Source: an optimization exercise on an open RTL-to-GDS flow (aim: small area, a short achievable clock period and few clock cycles). Production flows keep margins and buffers that such runs may drop. Function was checked by simulation only, so behaviour that the tests miss may differ from the original.

==> inputs of sierra <==
==> flow/design.v <==
`default_nettype none
module control #(
  parameter W = 16,
  parameter N = 3
) (
  input  wire                         i_clk,
  input  wire                         i_rst,
  input  wire                         i_en,
  input  wire                         i_mode,
  input  wire [    W * N * N - 1 : 0] i_A,
  input  wire [    W * N * N - 1 : 0] i_B,
  output wire [    W * N * N - 1 : 0] o_C,
  output wire                         o_done
);
  localparam [3:0] LAST = 4'd11;
  reg [3:0] cnt;
  reg       done;
  always @(posedge i_clk) begin
    if (i_rst | ~i_en) begin
      cnt  <= 4'd0;
      done <= 1'b0;
    end else begin
      if (cnt != LAST) cnt <= cnt + 4'd1;
      done <= (cnt >= LAST - 4'd1);
    end
  end
  assign o_done = done;
  reg mode;
  always @(posedge i_clk) mode <= i_mode;
  reg [15:0] a_op;
  reg [15:0] b_op0, b_op1, b_op2;
  always @(posedge i_clk) begin
    case (cnt)
      4'd0: a_op <= i_A[0*16 +: 16];
      4'd1: a_op <= i_A[1*16 +: 16];
      4'd2: a_op <= i_A[2*16 +: 16];
      4'd3: a_op <= i_A[3*16 +: 16];
      4'd4: a_op <= i_A[4*16 +: 16];
      4'd5: a_op <= i_A[5*16 +: 16];
      4'd6: a_op <= i_A[6*16 +: 16];
      4'd7: a_op <= i_A[7*16 +: 16];
      default: a_op <= i_A[8*16 +: 16];
    endcase
    if (cnt < 4'd3) begin
      b_op0 <= i_B[0*16 +: 16]; b_op1 <= i_B[1*16 +: 16]; b_op2 <= i_B[2*16 +: 16];
    end else if (cnt < 4'd6) begin
      b_op0 <= i_B[3*16 +: 16]; b_op1 <= i_B[4*16 +: 16]; b_op2 <= i_B[5*16 +: 16];
    end else begin
      b_op0 <= i_B[6*16 +: 16]; b_op1 <= i_B[7*16 +: 16]; b_op2 <= i_B[8*16 +: 16];
    end
  end
  reg clr;
  always @(posedge i_clk) clr <= (cnt <= 4'd2);
  wire [47:0] c0, c1, c2;
  mac_lane lane0(.clk(i_clk), .mode(mode), .clr(clr), .a(a_op), .b(b_op0), .r0(c0[32 +: 16]), .r1(c0[16 +: 16]), .r2(c0[0 +: 16]));
  mac_lane lane1(.clk(i_clk), .mode(mode), .clr(clr), .a(a_op), .b(b_op1), .r0(c1[32 +: 16]), .r1(c1[16 +: 16]), .r2(c1[0 +: 16]));
  mac_lane lane2(.clk(i_clk), .mode(mode), .clr(clr), .a(a_op), .b(b_op2), .r0(c2[32 +: 16]), .r1(c2[16 +: 16]), .r2(c2[0 +: 16]));
  assign o_C[0*16 +: 16] = c0[0 +: 16];
  assign o_C[1*16 +: 16] = c1[0 +: 16];
  assign o_C[2*16 +: 16] = c2[0 +: 16];
  assign o_C[3*16 +: 16] = c0[16 +: 16];
  assign o_C[4*16 +: 16] = c1[16 +: 16];
  assign o_C[5*16 +: 16] = c2[16 +: 16];
  assign o_C[6*16 +: 16] = c0[32 +: 16];
  assign o_C[7*16 +: 16] = c1[32 +: 16];
  assign o_C[8*16 +: 16] = c2[32 +: 16];
endmodule
module mac_lane (
  input  wire        clk,
  input  wire        mode,
  input  wire        clr,
  input  wire [15:0] a,
  input  wire [15:0] b,
  output reg  [15:0] r0,
  output reg  [15:0] r1,
  output reg  [15:0] r2
);
  wire [15:0] p;
  fmul u_mul(.mode(mode), .a(a), .b(b), .c(p));
  reg [15:0] p_q;
  always @(posedge clk) p_q <= p;
  wire [15:0] sum;
  fadd u_add(.mode(mode), .x(p_q), .y(r2), .c(sum));
  always @(posedge clk) begin
    r0 <= sum;
    r1 <= r0;
    r2 <= clr ? 16'h0000 : r1;
  end
endmodule
module fmul (
  input  wire        mode,
  input  wire [15:0] a,
  input  wire [15:0] b,
  output wire [15:0] c
);
  wire [6:0] ma7 = a[7] ? -a[6:0] : a[6:0];
  wire [6:0] mb7 = b[7] ? -b[6:0] : b[6:0];
  wire [10:0] x = mode ? {1'b1, a[9:0]} : {4'b0, ma7};
  wire [10:0] y = mode ? {1'b1, b[9:0]} : {4'b0, mb7};
  wire [21:0] p = x * y;
  wire [5:0] s = a[14:10] + b[14:10];
  wire ovf = s >= 6'd47;
  wire unf = s < 6'd15;
  wire [4:0] e = s[4:0] - 5'd15;
  wire [4:0] ex = p[21] ? e + 5'd1 : e;
  wire [9:0] mt = p[21] ? p[20:11] : p[19:10];
  wire sg = a[15] ^ b[15];
  wire zero = ~|a | ~|b;
  wire [15:0] fp = zero ? 16'h0000 : unf ? {sg, 15'b0} : ovf ? {sg, 5'b11111, 10'b0} : {sg, ex, mt};
  wire neg = a[7] ^ b[7];
  wire pz = (a[6:0] == 7'd0) | (b[6:0] == 7'd0);
  assign c = mode ? fp : {neg, neg & pz, p[13:0]};
endmodule
module fadd (
  input  wire        mode,
  input  wire [15:0] x,
  input  wire [15:0] y,
  output wire [15:0] c
);
  wire neg = x[15];
  wire [15:0] isum0 = y + {neg, neg, x[13:0] ^ {14{neg}}} + {15'd0, neg};
  wire [15:0] isum = {isum0[15] ^ x[14], isum0[14:0]};
  wire [4:0] ex = x[14:10], ey = y[14:10];
  wire xz = (x[14:0] == 15'd0);
  wire yz = (y[14:0] == 15'd0);
  wire byp = xz | yz;
  wire sub = (x[15] ^ y[15]) & ~byp;
  wire xgt = x[14:0] > y[14:0];
  wire xbig = ~xz & (yz | xgt);
  wire [4:0] dxy = ex - ey;
  wire [4:0] dyx = ey - ex;
  wire [4:0] d = xbig ? dxy : dyx;
  wire [4:0] eb = xbig ? ex : ey;
  wire [9:0] mb = xbig ? x[9:0] : y[9:0];
  wire [9:0] ms = xbig ? y[9:0] : x[9:0];
  wire sg = xbig ? x[15] : y[15];
  wire [10:0] alx = {~byp, x[9:0] & {10{~byp}}} >> dyx;
  wire [10:0] aly = {~byp, y[9:0] & {10{~byp}}} >> dxy;
  wire [10:0] al = xbig ? aly : alx;
  wire [11:0] sum = {1'b0, 1'b1, mb} + {1'b0, al ^ {11{sub}}} + {11'd0, sub};
  wire [10:0] m = sum[10:0];
  reg [2:0] nz;
  always @(*) begin
    if (m[10:4] == 7'b0000001) nz = 3'd6;
    else if (m[10:5] == 6'b000001) nz = 3'd5;
    else if (m[10:6] == 5'b00001) nz = 3'd4;
    else if (m[10:7] == 4'b0001) nz = 3'd3;
    else if (m[10:8] == 3'b001) nz = 3'd2;
    else if (m[10:9] == 2'b01) nz = 3'd1;
    else nz = 3'd0;
  end
  wire [10:0] mn = m << nz;
  wire [14:0] r = sub ? {eb - {2'b0, nz}, mn[9:0]} :
                  sum[11] ? {eb + 5'd1, m[10:1]} : {eb, m[9:0]};
  assign c = mode ? {sg, r} : isum;
endmodule
`default_nettype wire
==> flow/flow/run.sh <==
#!/bin/bash
# The standard flow, with plain buffers (buf_2) on the ports, ABC's area
# script, and timing repair asked to leave 24.5 ns of setup slack
bash standard.sh BUFFER_PORTS_ARGS="-buffer_cell sky130_fd_sc_hd__buf_2" SETUP_SLACK_MARGIN=24.5 ABC_AREA=1 finish > standard.log 2>&1
==> flow/standard.sh <==
#!/bin/bash
# synth_recipe.tcl (not shown) runs the flow's synth.tcl, then flattens the netlist and writes it again
# the make line also repeats each setting of config.mk as NAME=value (left out here)
make -C /OpenROAD-flow-scripts/flow DESIGN_CONFIG=/design/flow/config.mk WORK_HOME=/design/flow/orfs CLKGATE_MAP_FILE= SYNTH_SCRIPT=/design/flow/synth_recipe.tcl "${@:-finish}"
==> flow/config.mk <==
export PLATFORM = sky130hd
export DESIGN_NAME = control
export DESIGN_NICKNAME = control
export VERILOG_FILES = /design/flow/design.v
export SDC_FILE = /design/flow/constraint.sdc
export NUM_CORES = 8
export LEC_CHECK = 0
export CAP_MARGIN = 20
export CORE_MARGIN = 2
export CORE_UTILIZATION = 40
export SLEW_MARGIN = 20
==> flow/constraint.sdc <==
create_clock -name core_clock -period 32.0 [get_ports {i_clk}]
set_input_delay 6.4000 -clock core_clock [delete_from_list [all_inputs] [get_ports {i_clk}]]
set_output_delay 6.4000 -clock core_clock [all_outputs]
set_load 0.01 [all_outputs]
==> nickel: changes against sierra <==
==> flow/flow/run.sh (replaced) <==
#!/bin/bash
# The standard flow, with plain buffers (buf_1) on the ports, timing
# repair asked to leave 24.5 ns of setup slack, larger clock-sink clusters
bash standard.sh BUFFER_PORTS_ARGS="-buffer_cell sky130_fd_sc_hd__buf_1" SETUP_SLACK_MARGIN=24.5 finish > standard.log 2>&1
CTS_CLUSTER_DIAMETER = 80   (was unset)
CTS_CLUSTER_SIZE = 24   (was unset)
==> impl_metrics.py <==
metrics = {
    "outcome": {
        "status": "complete, no violations",
    },
    "sta": {
        "holdWs_ns": 0.3497,
    },
    "floorplan": {
        "die-area_um2": 88050,
    },
    "synthesis": {
        "syn_area_um2": 34280,
    },
    "finish": {
        "areaGrowthSynthToFinish_pct": 16.78,
    },
}
the above is filed under nickel

==> impl_metrics.py <==
metrics = {
    "sta": {
        "holdWs_ns": 0.3393,
    },
    "drt": {
        "drt-pass1-iter-count": 6,
    },
    "floorplan": {
        "die-area_um2": 88350,
    },
    "outcome": {
        "status": "complete, no violations",
    },
    "finish": {
        "areaGrowthSynthToFinish_pct": 16.68,
    },
}
the above is filed under sierra

Testbench counts of sierra, summed over its fixed seeds: cycles 38,400.
Testbench counts of nickel, summed over its fixed seeds: cycles 38,400.

==> port drivers added, routing unchanged <==
Ports are ideal in the flow. The routed layouts listed here were re-timed in OpenROAD.
Step 1: set_driving_cell puts a clkbuf_16 on i_clk and a buf_2 on each other input, an assumption about the parent block.
Step 2 moves the port delays by t, midway between the first and last clock arrival at a register: inputs arrive t later, outputs are due t later. That takes back most of the time a late clock gives input paths.
Three values: ideal, step 1, step 2; two values: the first two.
| run | shift t [ns] | setup slack, ns | worst hold slack (ns) | worst setup path at the end | latest minus earliest clock arrival (ns) |
|---|---|---|---|---|---|
| sierra | 0.640 | 24.496 / 24.427 / 24.199 | 0.339 / 0.339 / 0.339 | input to register | 0.027 / 0.026 |
| nickel | 0.643 | 24.471 / 24.409 / 24.207 | 0.350 / 0.350 / 0.350 | input to register | 0.059 / 0.059 |
After both steps every run listed still meets setup and hold. For sierra, which loses most, drivers alone change the setup slack by -0.069 ns; drivers and shift together by -0.297 ns.
